This design comes from an exercise in tuning for small area, a short achievable clock period and few clock cycles per item on the open sky130 flow, not from production work.
Only simulation tests tie the RTL to the original design; equivalence was not proved.

## flow/design.v (module list and top-level ports; edited modules follow where they fit)
// module chacha_block: 47 lines
// module ks_carry: 23 lines
// module chacha_core: 16 lines
// module mac_csa_step: 2697 lines
// module mac_acc_sel: 7 lines
// module reduce_mod_poly1305: 21 lines
// module bk_add: 29 lines
// module chacha20_poly1305_core: 154 lines
module chacha20_poly1305_core(
    input  wire clk,
    input  wire reset_n,
    input  wire init,
    input  wire encdec,
    input  wire [255:0] key,
    input  wire [95:0] nonce,
    input  wire [511:0] data_in,
    output reg  ready,
    output reg  valid,
    output reg  tag_ok,
    output wire [511:0] data_out,
    output wire [127:0] tag
);
  // ...
==> flow/flow/run.sh <==
#!/bin/bash
# Layout flow: the standard ORFS flow (standard.sh) with these changes:
#  - synthesis: the standard synthesis script, except that Yosys's quick ABC
#    pass before full-adder extraction is skipped (synth -noabc for the fine
#    stage), so that extract_fa finds the carry-save adders' full adders
#    without inverters between them; the registers keep the standard
#    synthesis's names and cell types (rename_regs.py checks both and renames
#    the flip-flops to the standard names, which the standard synthesis run
#    first provides);
#  - timing repair aims for extra setup slack (SETUP_SLACK_MARGIN), so that the
#    layout reaches a shorter clock period than the constraint's;
#  - the buffers that buffer_ports puts on every input and output port are
#    buf_2 cells instead of the tool's default choice (a 10 um2 delay buffer).
# Logs: std_synth.log (standard synthesis), own_synth.log and standard_flow.log
# (make output); each ORFS step's own log is under orfs/logs/.
set -euo pipefail
MARGIN=15
TARGET=${OWN_FLOW_TARGET:-finish}
R=orfs/results/$FLOW_PLATFORM/chacha20_poly1305_core/base
export OWN_FLOW_DIR=$PWD/flow
export OWN_STD_NETLIST=$PWD/std_1_2_yosys.v
ARGS=("SYNTH_SCRIPT=$PWD/flow/synth_noabc.tcl" "SETUP_SLACK_MARGIN=$MARGIN"
      "BUFFER_PORTS_ARGS=-buffer_cell sky130_fd_sc_hd__buf_2")

# 1. the standard synthesis, for the register names
bash standard.sh synth > std_synth.log 2>&1
cp "$R/1_2_yosys.v" "$OWN_STD_NETLIST"
rm -f "$R/1_2_yosys.v" "$R/1_2_yosys.sdc" "$R/1_synth.odb" "$R/1_synth.sdc"

# 2. own synthesis, then the rest of the flow
bash standard.sh "${ARGS[@]}" synth > own_synth.log 2>&1
bash standard.sh "${ARGS[@]}" "$TARGET" > standard_flow.log 2>&1
tail -n 40 standard_flow.log
==> flow/flow/rename_regs.py <==
#!/usr/bin/env python3
"""rename_regs.py STD_NETLIST NETLIST

Renames the flip-flop instances of NETLIST (in place) to the names that the
standard synthesis (STD_NETLIST) gives the same registers.  Both netlists name
a register bit as <register name>$_<Yosys flip-flop type>_; the register name
part must match one to one, and so must each register's cell type."""
import re
import sys

FF = re.compile(r'^(\s*)(sky130_fd_sc_hd__(?:dfxtp|dfrtp|dfstp|dfrbp|dfbbp|dfbbn|dfsbp|dfxbp|edfxtp|edfxbp|dfrtn|sdf\w*|sedf\w*|dlx\w*|dlr\w*)_\d+)\s+(\S+)(\s*\()', re.M)


def base(name):
    i = name.find('$_')
    return name[:i] if i >= 0 else name


def regs(text):
    out = {}
    for m in FF.finditer(text):
        b = base(m.group(3))
        if b in out:
            sys.exit(f"rename_regs: two registers named {b}")
        out[b] = (m.group(2), m.group(3))
    return out


std = regs(open(sys.argv[1]).read())
text = open(sys.argv[2]).read()
own = regs(text)
if set(std) != set(own):
    sys.exit(f"rename_regs: register sets differ: {sorted(set(std) ^ set(own))[:10]}")
for b, (cell, name) in own.items():
    if std[b][0] != cell:
        sys.exit(f"rename_regs: {b} is {cell} here but {std[b][0]} in the standard synthesis")


def sub(m):
    return f"{m.group(1)}{m.group(2)} {std[base(m.group(3))][1]}{m.group(4)}"


text = FF.sub(sub, text)
open(sys.argv[2], 'w').write(text)
changed = sum(1 for b in own if own[b][1] != std[b][1])
print(f"rename_regs: {len(own)} registers, {changed} renamed")
==> flow/flow/synth_noabc.tcl <==
proc synth {args} { if {[lsearch -exact $args "fine:"] >= 0} { yosys synth -nofsm -noshare -noabc {*}$args } else { yosys synth -nofsm -noshare {*}$args } }
source $::env(SCRIPTS_DIR)/synth.tcl
# left out here: clear keep_hierarchy, flatten, clean up, hide names made inside functions, write 1_2_yosys.v
# Give each register the name the standard synthesis gives it (the names carry
# Yosys's internal flip-flop type, whose polarity letters can differ here).
exec python3 $::env(OWN_FLOW_DIR)/rename_regs.py $::env(OWN_STD_NETLIST) $::env(RESULTS_DIR)/1_2_yosys.v
==> flow/standard.sh <==
#!/bin/bash
# synth_recipe.tcl (not shown) runs the flow's synth.tcl, then flattens the netlist and writes it again
# the make line also repeats each setting of config.mk as NAME=value (left out here)
make -C /OpenROAD-flow-scripts/flow DESIGN_CONFIG=/design/flow/config.mk WORK_HOME=/design/flow/orfs CLKGATE_MAP_FILE= SYNTH_SCRIPT=/design/flow/synth_recipe.tcl "${@:-finish}"
==> flow/config.mk <==
export PLATFORM = sky130hd
export DESIGN_NAME = chacha20_poly1305_core
export DESIGN_NICKNAME = chacha20_poly1305_core
export VERILOG_FILES = /design/flow/design.v
export SDC_FILE = /design/flow/constraint.sdc
export NUM_CORES = 8
export LEC_CHECK = 0
export CAP_MARGIN = 35
export CORE_MARGIN = 2
export CORE_UTILIZATION = 40
export SLEW_MARGIN = 35
==> flow/constraint.sdc <==
create_clock -name core_clock -period 22.0 [get_ports {clk}]
set_input_delay 4.4000 -clock core_clock [delete_from_list [all_inputs] [get_ports {clk}]]
set_output_delay 4.4000 -clock core_clock [all_outputs]
set_load 0.01 [all_outputs]
==> impl_metrics.env, run 1 <==
export IMPL_grt_busiest_layer="met2"
export IMPL_final_nets=17300
export IMPL_grt_pass1_wl_mm=1190
export IMPL_syn_inst=12900
export IMPL_min_period_ns=7.86
export IMPL_dp_cells=17700
export IMPL_maxSlewViolCount=3
export IMPL_largest_class="multi-input combinational cells"
export IMPL_critical_path_class="flop to flop"
export IMPL_outcome="complete, but fails checks"
export IMPL_avgViaCountPerCell=6.98
export IMPL_clk_pin_slew_ns=0.06
export IMPL_grt_overflow=0
export IMPL_syn_num_nets=15600
export IMPL_grt_max_degree=155
export IMPL_drv_cap=1
export IMPL_cp_max_fo=6
export IMPL_seq_share_pct=18.0
export IMPL_async_flop_share_pct=15.1
export IMPL_synth_top_family_by_area="adder cells"
export IMPL_seqCellArea_mm2=0.0260
export IMPL_critPathLaunchType="flop"
export IMPL_cp_num_buf_inv=5
export IMPL_slowest_delay_ns=0.68
export IMPL_path_depth=30
export IMPL_die_h_um=538
export IMPL_rows=196
export IMPL_check_faults="max-capacitance violations, max-slew violations"
export IMPL_synth_compound_area_share_pct=16.2
export IMPL_ys_flop_type="edfxtp_1"
Testbench counts, summed over its fixed seeds: cycles 15,112, items 256.
==> run 2: changes to the inputs <==
--- a/flow/config.mk
+++ b/flow/config.mk
@@ -5,7 +5,7 @@
 export SDC_FILE = /design/flow/constraint.sdc
 export NUM_CORES = 8
 export LEC_CHECK = 0
-export CAP_MARGIN = 35
+export CAP_MARGIN = 50
 export CORE_MARGIN = 2
 export CORE_UTILIZATION = 40
-export SLEW_MARGIN = 35
+export SLEW_MARGIN = 50
==> impl_metrics.env, run 2 <==
export IMPL_outcome="finished clean"
export IMPL_ys_flop_type="edfxtp_1"
export IMPL_dr_pass1_iters=14
export IMPL_areaGrowthSynthToFinish_pct=28.1
export IMPL_fin_crit_sh_pct=34.9
export IMPL_async_flop_share_pct=15.1
export IMPL_hold_viol=0
export IMPL_ff2ff_setup_slack_ns=14.31
export IMPL_clock_tree_buffer_depth=4
export IMPL_grt_pass1_vias=116000
export IMPL_holdCritStartpoint="selr"
export IMPL_yosysMostFrequentCell="nand2_1"
export IMPL_clk_latency_ns=0.93
export IMPL_synth_distinct_cells=113
export IMPL_synth_area_top_cells="fa_1 20%, edfxtp_1 13%, nand2_1 8.9%"
export IMPL_r2r_start="st[321]"
export IMPL_grt_overflow=0
export IMPL_ys_seq_elements=1002
export IMPL_worstHoldPathType="flop to flop"
export IMPL_fp_coreArea_mm2=0.284
export IMPL_cts_buffers=150
export IMPL_drt_wl_total_mm=943
export IMPL_min_period_ns=7.69
export IMPL_clk_pin_slew_ns=0.07
export IMPL_fin_util_pct=51.4
export IMPL_crit_arrival_ns=8.33
export IMPL_ios=1511
export IMPL_layout_filler_cells=27200
export IMPL_syn_inst=12900
export IMPL_globalplace_congestion=1.18
export IMPL_largest_reg_flops=512
export IMPL_final_nets=17300
export IMPL_drt_iter0_drc=24300
export IMPL_slowest_delay_ns=0.53
export IMPL_drv_cap=0
export IMPL_seq_area_frac_synth_pct=22.7
export IMPL_cp_end_kind="flop"
export IMPL_r2r_cells=28
export IMPL_avgSynthCellArea_um2=8.85
export IMPL_cp_max_fo=4
export IMPL_critical_path_top_delay_family="compound AO/OA/AOI/OAI gates"
export IMPL_top_register="st"
export IMPL_seqCellArea_mm2=0.0260
export IMPL_cp_common_cell="a21oi_2"
export IMPL_cts_root_buf="clkbuf_16"
export IMPL_die_h_um=538
export IMPL_multi_input_area_mm2=0.0918
export IMPL_top_regs="st (512), acc (139), ms (138)"
export IMPL_final_common_cell="nand2_1"
export IMPL_synth_top_area_share_pct=20.4
export IMPL_critPathLaunchType="flop"
export IMPL_synth_commonest_cells="2694 x nand2_1, 1162 x fa_1, 1140 x and2_1"
export IMPL_min_to="selr"
export IMPL_grtUsageTotal_pct=63.2
export IMPL_critical_path_class="flop to flop"
export IMPL_slowest_stage="edfxtp_1"
export IMPL_dp_hpwl_mm=743
export IMPL_grt_pass1_wl_mm=1190
export IMPL_rsz0062_at_grt="true"
export IMPL_r2r_end="st[156]"
export IMPL_yosysWarnings=4
export IMPL_clock_skew_ns=0.0464
export IMPL_portBuffers=1509
export IMPL_final_cell_mix="2672 x nand2_1, 1518 x buf_2, 1140 x fa_1"
export IMPL_start_util_pct=40.1
export IMPL_avgViaCountPerCell=6.94
export IMPL_drcViolationCount=0
export IMPL_htreeDepth=4
export IMPL_synth_edf_count=512
export IMPL_drtAntennaViolNets=0
export IMPL_slew_headroom_pct=30.5
export IMPL_wl_per_cell_um=49.6
export IMPL_cts_tree="done"
export IMPL_hold_path_depth=2
export IMPL_setup_tns_ns=0
export IMPL_antenna_found_initial=331
export IMPL_fmax_ghz=0.130
export IMPL_drive_gt1_share_pct=25.7
export IMPL_grt_max_degree=115
export IMPL_rows=196
export IMPL_cp_num_buf_inv=4
export IMPL_tightest_slew_ns=1.04
export IMPL_die_w_um=538
export IMPL_holdBufCountCts=0
export IMPL_syn_num_nets=15600
export IMPL_vias=132000
export IMPL_maxSlewViolCount=0
export IMPL_dieArea_mm2=0.289
export IMPL_finalSetupViolCount=0
export IMPL_netlist_area_mm2=0.114
export IMPL_yosys_area_top_type="fa_1"
export IMPL_clock_sinks=1002
export IMPL_cp_required_ns=22.65
==> run 2: area by class of cell <==
| class | count | area share [%] |
|---|---|---|
| clock buffers | 190 | 2.83 |
| diodes | 528 | 0.904 |
| well taps | 3762 | 3.22 |
| flip-flops and latches | 1002 | 17.8 |
| inverters | 122 | 0.331 |
| repair buffers | 2477 | 11.5 |
| multi-input cells | 10900 | 62.8 |
| clock inverters | 72 | 0.647 |
==> run 2: logic make-up after synthesis <==
group / after synthesis / share of synthesized area (%)
AND/OR/NAND/NOR: 5240 / 20.9
AO/OA/AOI/OAI: 2803 / 16.2
adder cells (fa/ha/maj): 1858 / 28.0
buffers and inverters: 1030 / 3.83
flip-flops: 1002 / 22.7
XOR/XNOR: 675 / 5.31
multiplexers: 278 / 2.97
==> run 2: what timing repair did <==
action | CTS | global route
pin swaps | 285 | 278
setup buffers | 234 | 158
cloned | 2 | 0
gates resized for setup | 666 | 418
setup endpoints to repair | 579 | 390
==> run 2: layer usage <==
metal,track usage [%],share of wire [%],vias up
li1,-,-,48700
met1,65.5,32,65100
met2,81.4,37,13700
met3,42.6,18,4372
met4,64.6,13,104
met5,6.22,0.15,-
==> run 2: worst min-delay path: cells and delay by family, from the launching register on <==
family             cells  cell delay [ns]
AOI/OAI and AO/OA      1             0.09
DFF                    1             0.31
and+or+nand+nor        1             0.07
==> run 2: metrics by stage <==
stage | cells | hold WS, ns | area, um^2 | setup slack, ns
finish | 19000 | 0.510 | 146000 | 14.31
detailed placement | 17800 | 0.505 | 129000 | 11.91
global placement | 17700 | 0.507 | 126000 | 10.86
floorplan | 12900 | 0.482 | 114000 | 13.54
CTS | 18300 | 0.516 | 140000 | 14.58
global route | 18600 | 0.533 | 145000 | 14.41
==> run 2: worst max-delay path by stage <==
stage,from,endpoint,slack (ns),cells past startpoint
after global routing,st[320],st[328],14.41,34
after global placement,st[289],st[326],10.86,28
after CTS,st[321],st[358],14.58,32
after floorplan,cnt[0],st[128],13.54,12
final,st[321],st[156],14.31,28
after detailed placement,st[289],st[326],11.91,29
==> module chacha_block, before the edit <==
module chacha_block(
    input  wire [1:0]   ph,
    input  wire [511:0] st,
    output wire [511:0] nx
);
    function [31:0] rotl16(input [31:0] x); rotl16 = {x[15:0], x[31:16]}; endfunction
    function [31:0] rotl12(input [31:0] x); rotl12 = {x[19:0], x[31:20]}; endfunction
    function [31:0] rotl8 (input [31:0] x); rotl8  = {x[23:0], x[31:24]}; endfunction
    function [31:0] rotl7 (input [31:0] x); rotl7  = {x[24:0], x[31:25]}; endfunction
    wire [31:0] a [0:3];
    wire [31:0] b [0:3];
    wire [31:0] c [0:3];
    wire [31:0] d [0:3];
    wire [31:0] a1 [0:3];
    wire [31:0] d1 [0:3];
    wire [31:0] c1 [0:3];
    wire [31:0] u  [0:3];
    wire [31:0] p1 [0:3];
    wire [31:0] k1 [0:3];
    wire [31:0] t1 [0:3];
    wire [31:0] p2 [0:3];
    wire [31:0] k2 [0:3];
    genvar j;
    generate
        for (j = 0; j < 4; j = j + 1) begin : g_unit
            assign a[j] = st[511 - 32*j      -: 32];
            assign b[j] = st[511 - 32*(4+j)  -: 32];
            assign c[j] = st[511 - 32*(8+j)  -: 32];
            assign d[j] = st[511 - 32*(12+j) -: 32];
            ks_carry u_k1(.a(a[j]), .b(b[j]), .c(k1[j]));
            assign p1[j] = a[j] ^ b[j];
            assign a1[j] = p1[j] ^ k1[j];
            assign t1[j] = (d[j] ^ p1[j]) ^ k1[j];
            assign d1[j] = ph[0] ? rotl8(t1[j]) : rotl16(t1[j]);
            ks_carry u_k2(.a(c[j]), .b(d1[j]), .c(k2[j]));
            assign p2[j] = c[j] ^ d1[j];
            assign c1[j] = p2[j] ^ k2[j];
            assign u[j]  = (b[j] ^ p2[j]) ^ k2[j];
        end
        for (j = 0; j < 4; j = j + 1) begin : g_wb
            assign nx[511 - 32*j -: 32] = (ph == 2'd3) ? a1[(j+2)%4] : a1[j];
            assign nx[511 - 32*(4+j) -: 32] = ph[0] ? rotl7(u[(j+1)%4]) : rotl12(u[j]);
            assign nx[511 - 32*(8+j) -: 32] = (ph == 2'd1) ? c1[(j+2)%4] : c1[j];
            assign nx[511 - 32*(12+j) -: 32] = ph[0] ? d1[(j+3)%4] : d1[j];
        end
    endgenerate
endmodule
==> module reduce_mod_poly1305, before the edit <==
module reduce_mod_poly1305(
    input  wire [137:0] s,
    input  wire [137:0] c,
    input  wire [138:0] v,
    input  wire         sel,
    input  wire [127:0] x,
    input  wire         fin,
    output wire [138:0] y
);
    wire [8:0]  vh  = v[138:130];
    wire [11:0] fix = {1'b0, vh, 2'b00} + {3'b000, vh} + {9'b0, sel, 1'b0, sel};    
    wire [129:0] r2 = {2'b00, x};
    wire [129:0] r3 = {118'b0, fix};
    wire [129:0] t1 = v[129:0] ^ r2 ^ r3;
    wire [129:0] t2 = {(v[128:0] & r2[128:0]) | (v[128:0] & r3[128:0]) | (r2[128:0] & r3[128:0]), 1'b0};
    wire [137:0] ys;
    wire         yc;
    bk_add #(.N(138)) u_add(.a(fin ? s : {8'b0, t1}), .b(fin ? c : {8'b0, t2}), .ci(1'b0),
                            .s(ys), .co(yc));
    assign y = {yc, ys};
endmodule
==> module chacha20_poly1305_core, before the edit <==
module chacha20_poly1305_core(
    input  wire clk,
    input  wire reset_n,
    input  wire init,
    input  wire encdec,
    input  wire [255:0] key,
    input  wire [95:0] nonce,
    input  wire [511:0] data_in,
    output reg  ready,
    output reg  valid,
    output reg  tag_ok,
    output wire [511:0] data_out,
    output wire [127:0] tag
);
    localparam K = 8;
    localparam W = 130 + K;
    localparam [2:0] S_IDLE = 3'd0, S_RND = 3'd1, S_MUL = 3'd2, S_FIN = 3'd3, S_TAG = 3'd4,
                     S_TAG2 = 3'd5;
    reg [2:0]   state;
    reg [5:0]   cnt;
    reg [511:0] st;
    reg [138:0] acc;
    reg [W-1:0] ms, mc;
    reg [31:0]  ffi, ffd;
    reg         selr;
    wire idle = (state == S_IDLE);
    wire rnd  = (state == S_RND);
    wire mul  = (state == S_MUL);
    wire last = rnd && (cnt == 6'd39);
    wire [511:0] rnd_out;
    chacha_block u_blk(.ph(cnt[1:0]), .st(st), .nx(rnd_out));
    wire [3:0]  t    = cnt[3:0];
    wire        ring = mul && (t >= 4'd3) && (t <= 4'd14);
    wire [3:0]  knext = !mul ? 4'd13 : (t == 4'd0) ? 4'd14 : (t == 4'd1) ? 4'd15 : (t - 4'd2);
    wire [31:0] ffx = (t == 4'd0) ? st[95:64] : (t == 4'd1) ? st[63:32] :
                      (t == 4'd2) ? st[31:0]  : st[511:480];
    wire [31:0] ffy = (ffx + ffi) ^ ffd;
    wire [511:0] init_state;
    wire [31:0]  iw, dw;
    chacha_core u_core(.key(key), .nonce(nonce), .data_in(data_in), .k(knext),
                       .init_state(init_state), .iw(iw), .dw(dw));
    wire [K-1:0] digit = st[127 - K*t -: K];
    wire [W-1:0] step_s, step_c;
    mac_csa_step u_step(.s(ms), .c(mc), .a(acc[129:0]), .d(digit), .so(step_s), .co(step_c));
    wire tagc = (state == S_TAG) || (state == S_TAG2);
    wire sel_now;
    mac_acc_sel u_asel(.v(acc), .sel(sel_now));
    wire [138:0] ared;
    reduce_mod_poly1305 u_red(.s(ms), .c(mc), .v(acc), .sel(selr & (state != S_TAG)),
                              .x(tagc ? st[255:128] : mc[127:0]), .fin(state == S_FIN), .y(ared));
    wire [129:0] acc_sum = ared[129:0];
    always @(posedge clk or negedge reset_n) begin
        if (!reset_n) begin
            state  <= S_IDLE;
            cnt    <= 6'd0;
            ready  <= 1'b1;
            valid  <= 1'b0;
            tag_ok <= 1'b0;
        end else begin
            valid  <= 1'b0;
            tag_ok <= 1'b0;
            case (state)
                S_IDLE: if (init) begin
                    state <= S_RND;
                    cnt   <= 6'd0;
                    ready <= 1'b0;
                end
                S_RND: begin
                    cnt <= (cnt == 6'd39) ? 6'd0 : cnt + 6'd1;
                    if (cnt == 6'd39) state <= S_MUL;
                end
                S_MUL: begin
                    cnt <= cnt + 6'd1;
                    if (t == 4'd15) state <= S_FIN;
                end
                S_FIN: state <= S_TAG;
                S_TAG: begin
                    if (sel_now)
                        state <= S_TAG2;
                    else begin
                        state  <= S_IDLE;
                        valid  <= 1'b1;
                        tag_ok <= 1'b1;
                        ready  <= 1'b1;
                    end
                end
                S_TAG2: begin
                    state  <= S_IDLE;
                    valid  <= 1'b1;
                    tag_ok <= 1'b1;
                    ready  <= 1'b1;
                end
                default: state <= S_IDLE;
            endcase
        end
    end
    always @(posedge clk or negedge reset_n) begin
        if (!reset_n)
            selr <= 1'b0;
        else if (state == S_TAG)
            selr <= sel_now;
    end
    always @(posedge clk or negedge reset_n) begin
        if (!reset_n)
            acc <= 139'b0;
        else if (rnd && cnt == 6'd0)
            acc <= {9'b0, acc_sum};
        else if (state == S_FIN)
            acc <= ared;
    end
    genvar i;
    generate
        for (i = 0; i < 16; i = i + 1) begin : g_st
            always @(posedge clk) begin
                if (rnd) begin
                    if (i == 12)
                        st[511 - 32*i -: 32] <= rnd_out[511 - 32*i -: 32] ^
                                                (data_in[511 - 32*i -: 32] & {32{last}});
                    else
                        st[511 - 32*i -: 32] <= rnd_out[511 - 32*i -: 32];
                end else if (idle)
                    st[511 - 32*i -: 32] <= init_state[511 - 32*i -: 32];
                else if (mul) begin
                    if (i >= 13) begin
                        if (t == i - 13) st[511 - 32*i -: 32] <= ffy;
                    end else if (i == 11) begin
                        if (ring) st[511 - 32*i -: 32] <= ffy;
                    end else if (i < 11) begin
                        if (ring) st[511 - 32*i -: 32] <= st[511 - 32*(i+1) -: 32];
                    end
                end
            end
        end
    endgenerate
    always @(posedge clk) begin
        ffi <= iw;
        ffd <= dw;
    end
    always @(posedge clk) begin
        if (rnd) begin
            ms <= {W{1'b0}};
            mc <= {W{1'b0}};
        end else if (idle) begin
            ms <= step_s;
            mc <= {{(W-128){1'b0}}, data_in[127:0]};
        end else begin
            ms <= step_s;
            mc <= step_c;
            if (tagc) ms[127:0] <= acc_sum[127:0];
        end
    end
    assign data_out = st;
    assign tag = ms[127:0];
endmodule
==> run 3: changes to the inputs <==
--- a/flow/design.v
+++ b/flow/design.v
@@ -39,10 +39,14 @@
             assign u[j]  = (b[j] ^ p2[j]) ^ k2[j];
         end
         for (j = 0; j < 4; j = j + 1) begin : g_wb
-            assign nx[511 - 32*j -: 32] = (ph == 2'd3) ? a1[(j+2)%4] : a1[j];
-            assign nx[511 - 32*(4+j) -: 32] = ph[0] ? rotl7(u[(j+1)%4]) : rotl12(u[j]);
-            assign nx[511 - 32*(8+j) -: 32] = (ph == 2'd1) ? c1[(j+2)%4] : c1[j];
-            assign nx[511 - 32*(12+j) -: 32] = ph[0] ? d1[(j+3)%4] : d1[j];
+            assign nx[511 - 32*j -: 32] = a1[j];
+            assign nx[511 - 32*(4+j) -: 32] =
+                (ph == 2'd0 || ph == 2'd2) ? rotl12(u[j]) :
+                (ph == 2'd1) ? rotl7(u[(j+1)%4]) : rotl7(u[(j+3)%4]);
+            assign nx[511 - 32*(8+j) -: 32] = ph[0] ? c1[(j+2)%4] : c1[j];
+            assign nx[511 - 32*(12+j) -: 32] =
+                (ph == 2'd0 || ph == 2'd2) ? d1[j] :
+                (ph == 2'd1) ? d1[(j+3)%4] : d1[(j+1)%4];
         end
     endgenerate
 endmodule
@@ -2785,6 +2789,16 @@
   assign co[137] = 1'b0;
 endmodule
 `timescale 1ns/1ps
+module reduce_mod_poly1305(
+    input  wire [137:0] s,
+    input  wire [137:0] c,
+    output wire [138:0] v
+);
+    wire [137:0] vs;
+    wire         vc;
+    bk_add #(.N(138)) u_add(.a(s), .b(c), .ci(1'b0), .s(vs), .co(vc));
+    assign v = {vc, vs};
+endmodule
 module mac_acc_sel(
     input  wire [138:0] v,
     output wire         sel
@@ -2792,14 +2806,11 @@
     wire [11:0] thr = 12'd4091 - ({1'b0, v[138:130], 2'b00} + {3'b000, v[138:130]});    
     assign sel = (&v[129:12]) & (v[11:0] >= thr);
 endmodule
-module reduce_mod_poly1305(
-    input  wire [137:0] s,
-    input  wire [137:0] c,
+module mac_acc_add(
     input  wire [138:0] v,
     input  wire         sel,
     input  wire [127:0] x,
-    input  wire         fin,
-    output wire [138:0] y
+    output wire [129:0] sum
 );
     wire [8:0]  vh  = v[138:130];
     wire [11:0] fix = {1'b0, vh, 2'b00} + {3'b000, vh} + {9'b0, sel, 1'b0, sel};    
@@ -2807,11 +2818,7 @@
     wire [129:0] r3 = {118'b0, fix};
     wire [129:0] t1 = v[129:0] ^ r2 ^ r3;
     wire [129:0] t2 = {(v[128:0] & r2[128:0]) | (v[128:0] & r3[128:0]) | (r2[128:0] & r3[128:0]), 1'b0};
-    wire [137:0] ys;
-    wire         yc;
-    bk_add #(.N(138)) u_add(.a(fin ? s : {8'b0, t1}), .b(fin ? c : {8'b0, t2}), .ci(1'b0),
-                            .s(ys), .co(yc));
-    assign y = {yc, ys};
+    bk_add #(.N(130)) u_add(.a(t1), .b(t2), .ci(1'b0), .s(sum), .co());
 endmodule
 module bk_add #(parameter N = 128) (
     input  wire [N-1:0] a,
@@ -2887,13 +2894,14 @@
     wire [K-1:0] digit = st[127 - K*t -: K];
     wire [W-1:0] step_s, step_c;
     mac_csa_step u_step(.s(ms), .c(mc), .a(acc[129:0]), .d(digit), .so(step_s), .co(step_c));
+    wire [138:0] fold_v;
+    reduce_mod_poly1305 u_red(.s(ms), .c(mc), .v(fold_v));
     wire tagc = (state == S_TAG) || (state == S_TAG2);
     wire sel_now;
     mac_acc_sel u_asel(.v(acc), .sel(sel_now));
-    wire [138:0] ared;
-    reduce_mod_poly1305 u_red(.s(ms), .c(mc), .v(acc), .sel(selr & (state != S_TAG)),
-                              .x(tagc ? st[255:128] : mc[127:0]), .fin(state == S_FIN), .y(ared));
-    wire [129:0] acc_sum = ared[129:0];
+    wire [129:0] acc_sum;
+    mac_acc_add u_aadd(.v(acc), .sel(selr & (state != S_TAG)), .x(tagc ? st[255:128] : mc[127:0]),
+                       .sum(acc_sum));
     always @(posedge clk or negedge reset_n) begin
         if (!reset_n) begin
             state  <= S_IDLE;
@@ -2951,30 +2959,21 @@
         else if (rnd && cnt == 6'd0)
             acc <= {9'b0, acc_sum};
         else if (state == S_FIN)
-            acc <= ared;
+            acc <= fold_v;
     end
     genvar i;
     generate
         for (i = 0; i < 16; i = i + 1) begin : g_st
-            always @(posedge clk) begin
-                if (rnd) begin
-                    if (i == 12)
-                        st[511 - 32*i -: 32] <= rnd_out[511 - 32*i -: 32] ^
-                                                (data_in[511 - 32*i -: 32] & {32{last}});
-                    else
-                        st[511 - 32*i -: 32] <= rnd_out[511 - 32*i -: 32];
-                end else if (idle)
-                    st[511 - 32*i -: 32] <= init_state[511 - 32*i -: 32];
-                else if (mul) begin
-                    if (i >= 13) begin
-                        if (t == i - 13) st[511 - 32*i -: 32] <= ffy;
-                    end else if (i == 11) begin
-                        if (ring) st[511 - 32*i -: 32] <= ffy;
-                    end else if (i < 11) begin
-                        if (ring) st[511 - 32*i -: 32] <= st[511 - 32*(i+1) -: 32];
-                    end
-                end
-            end
+            wire [31:0] cur = st[511 - 32*i -: 32];
+            wire [31:0] r   = (i == 12) ? (rnd_out[511 - 32*i -: 32] ^ (data_in[511 - 32*i -: 32] & {32{last}}))
+                                        : rnd_out[511 - 32*i -: 32];
+            wire        ld  = (i >= 13) ? (mul && t == i - 13) : (i == 11) ? ring : 1'b0;
+            wire        sh  = (i < 11) ? ring : 1'b0;
+            wire [31:0] src = (i < 11) ? st[511 - 32*((i+1)%16) -: 32] : ffy;
+            wire        hold = !(rnd || idle || ld || sh);
+            always @(posedge clk)
+                st[511 - 32*i -: 32] <= ({32{rnd}} & r) | ({32{idle}} & init_state[511 - 32*i -: 32]) |
+                                        ({32{ld || sh}} & src) | ({32{hold}} & cur);
         end
     endgenerate
     always @(posedge clk) begin
--- a/flow/config.mk
+++ b/flow/config.mk
@@ -5,7 +5,7 @@
 export SDC_FILE = /design/flow/constraint.sdc
 export NUM_CORES = 8
 export LEC_CHECK = 0
-export CAP_MARGIN = 50
+export CAP_MARGIN = 35
 export CORE_MARGIN = 2
 export CORE_UTILIZATION = 40
-export SLEW_MARGIN = 50
+export SLEW_MARGIN = 35
==> impl_metrics.env, run 3 <==
export IMPL_finalSetupViolCount=0
export IMPL_cts_root_buf="clkbuf_16"
export IMPL_clock_sinks=1002
export IMPL_critPathLaunchType="flop"
export IMPL_clock_tree_buffer_depth=4
export IMPL_min_period_ns=7.19
export IMPL_slowest_delay_ns=0.62
export IMPL_setup_ws_ns=14.81
export IMPL_maxSlewViolCount=0
export IMPL_dp_hpwl_mm=744
export IMPL_clk_pin_slew_ns=0.06
export IMPL_critical_path_class="flop to flop"
export IMPL_yosysWarnings=5
export IMPL_die_w_um=543
export IMPL_worstHoldPathType="flop to flop"
export IMPL_dr_pass1_iters=14
export IMPL_path_cells="ha_2, fa_1, a211oi_2, nor2_1, a21oi_2, o2bb2ai_1, o311ai_0, a21oi_1, xnor2_2, xnor2_2, a21oi_2, ha_1, inv_1, o21ai_1, and4_2, o21ai_1, a21boi_1, o2111ai_1, a22oi_1, xor2_2, xor2_1, nand2_1, nand4_1"
export IMPL_synth_distinct_cells=106
export IMPL_globalplace_congestion=1.15
export IMPL_fin_crit_sh_pct=32.7
export IMPL_clk_latency_ns=0.94
export IMPL_grt_pass1_vias=119000
export IMPL_portBuffers=1509
export IMPL_outcome="finished clean"
export IMPL_ios=1511
export IMPL_grt_max_degree=149
export IMPL_grt_pass1_wl_mm=1210
export IMPL_fmax_ghz=0.139
export IMPL_grtUsageTotal_pct=62.5
export IMPL_cp_required_ns=22.85
export IMPL_seq_area_frac_synth_pct=17.9
export IMPL_min_to="st[480]"
export IMPL_final_nets=17100
export IMPL_netlist_area_mm2=0.116
export IMPL_largest_reg_flops=512
export IMPL_top_regs="st (512), acc (139), ms (138)"
export IMPL_drive_gt1_share_pct=21.8
export IMPL_dp_slack_ns=12.87
export IMPL_antenna_found_initial=372
export IMPL_cts_tree="done"
export IMPL_fin_area_mm2=0.139
export IMPL_fp_coreArea_mm2=0.288
export IMPL_cp_num_buf_inv=1
export IMPL_synth_edf_count=0
export IMPL_final_cell_mix="1605 x nand2_1, 1530 x buf_2, 1222 x fa_1"
export IMPL_rows=197
export IMPL_slowest_stage="xnor2_2"
export IMPL_ys_seq_elements=1002
export IMPL_ff2ff_setup_slack_ns=14.81
export IMPL_holdCritStartpoint="st[480]"
export IMPL_dieArea_mm2=0.295
export IMPL_cp_max_fo=5
export IMPL_yosys_area_top_type="fa_1"
export IMPL_die_h_um=543
export IMPL_tightest_slew_ns=1.24
export IMPL_setup_tns_ns=0
export IMPL_r2r_cells=23
export IMPL_fin_util_pct=48.4
export IMPL_htreeDepth=4
export IMPL_vias=135000
export IMPL_top_register="st"
export IMPL_syn_inst=12900
export IMPL_final_common_cell="nand2_1"
export IMPL_slew_headroom_pct=17.2
export IMPL_cp_end_kind="flop"
export IMPL_synth_area_top_cells="fa_1 21%, dfxtp_1 15%, ha_1 8.9%"
export IMPL_areaGrowthSynthToFinish_pct=20.1
export IMPL_syn_num_nets=15900
export IMPL_avgSynthCellArea_um2=8.98
export IMPL_synth_top_area_share_pct=21.1
export IMPL_hold_viol=0
export IMPL_grt_overflow=0
export IMPL_holdBufCountCts=0
export IMPL_crit_arrival_ns=8.04
export IMPL_path_depth=23
export IMPL_synth_commonest_cells="1619 x nand2_1, 1226 x fa_1, 1077 x and2_1"
export IMPL_drcViolationCount=0
export IMPL_yosysMostFrequentCell="nand2_1"
export IMPL_rsz0062_at_grt="true"
export IMPL_wl_per_cell_um=51.4
export IMPL_drt_iter0_drc=24100
export IMPL_critical_path_top_delay_family="compound AO/OA/AOI/OAI gates"
export IMPL_clock_skew_ns=0.0632
export IMPL_start_util_pct=40.3
export IMPL_drtAntennaViolNets=0
export IMPL_hold_path_depth=2
export IMPL_cts_buffers=151
export IMPL_async_flop_share_pct=15.1
export IMPL_r2r_start="st[256]"
export IMPL_place_area_mm2=0.130
export IMPL_ys_flop_type="dfxtp_1"
export IMPL_drt_wl_total_mm=950
export IMPL_avgViaCountPerCell=7.29
export IMPL_drv_cap=0
export IMPL_r2r_end="st[264]"
run 3: kinds of logic (layout without fill, tap and decap cells):
group | count (synthesis) | after routing | synth area share [%]
adder cells (fa/ha/maj) | 2048 | 2048 | 30.0
XOR/XNOR | 763 | 763 | 6.04
AO/OA/AOI/OAI | 3540 | 3540 | 21.2
other | 0 | 367 | 0
flip-flops | 1002 | 1002 | 17.9
buffers and inverters | 1145 | 2526 | 4.15
AND/OR/NAND/NOR | 4127 | 4129 | 17.2
multiplexers | 309 | 315 | 3.50
run 3: how the worst max path moves through the flow:
stage	startpoint	endpoint	slack, ns
5_1_grt	st[292]	st[326]	14.88
3_5_place_dp	st[352]	st[363]	12.87
2_1_floorplan	cnt[0]	mc[10]	15.00
3_3_place_gp	st[352]	st[363]	12.85
6_report	st[256]	st[264]	14.81
4_1_cts	st[353]	st[363]	14.95
run 3: layout make-up:
class / count / area (um^2)
clock buffers: 216 / 4390
fillers: 28200 / 149000
well taps: 3781 / 4730
repair buffers: 2107 / 12700
flip-flops and latches: 1002 / 20900
clock inverters: 45 / 589
diodes: 367 / 918
multi-input cells: 10800 / 94600
inverters: 158 / 616
run 3: worst min-delay path, stage by stage (launching register included):
cell     delay (ns)
dfxtp_1        0.35
nand2_1        0.07
nand2_1        0.05
run 3: layer usage:
layer | part of all wire [%] | up-vias | wire [um] | GRT usage (%)
li1 | - | 49600 | - | -
met1 | 32 | 66600 | 303000 | 65.1
met2 | 38 | 13800 | 363000 | 81.9
met3 | 16 | 4514 | 152000 | 37.7
met4 | 14 | 138 | 130000 | 68.3
met5 | 0.21 | - | 1990 | 2.15
run 3: timing repair:
action	4_1_cts	5_1_grt
gates cloned	2	7
gates resized for setup	306	213
buffers inserted	54	44
pin swaps	48	60
setup endpoints to repair	581	390
run 3: through the flow:
| step | hold slack, ns | cells |
|---|---|---|
| floorplan | 0.493 | 12900 |
| global placement | 0.470 | 17700 |
| detailed placement | 0.483 | 17700 |
| CTS | 0.496 | 18000 |
| global route | 0.535 | 18200 |
| finish | 0.513 | 18500 |
Testbench counts of run 3, summed over its fixed seeds: cycles 15,112, items 256.

afterwards: timing with drivers on the ports:
The results above use ideal ports. As a check the final layouts listed here were re-extracted and re-timed, cells and wires unchanged.
Step 1 (the two cells are an assumption about what drives the block):
set clk [get_ports {clk}]
set_driving_cell -lib_cell sky130_fd_sc_hd__clkbuf_16 $clk
set_driving_cell -lib_cell sky130_fd_sc_hd__buf_2 [delete_from_list [all_inputs] $clk]
Step 2 also shifts input and output timing later by t, the mid clock arrival at the registers, as if the neighbouring blocks saw the same clock.
a / b / c = no drivers / after step 1 / after step 2; a / b = the first two.
| run | t (ns) | setup WS [ns] | latest minus earliest clock arrival (ns) | worst data-port slew with drivers (ns) |
|---|---|---|---|---|
| run 1 | 1.036 | 14.145 / 14.145 / 14.145 | 0.063 / 0.063 | 0.61 |
| run 2 | 1.030 | 14.312 / 14.312 / 14.312 | 0.053 / 0.053 | 0.61 |
| run 3 | 1.046 | 14.806 / 14.806 / 14.806 | 0.063 / 0.063 | 0.69 |
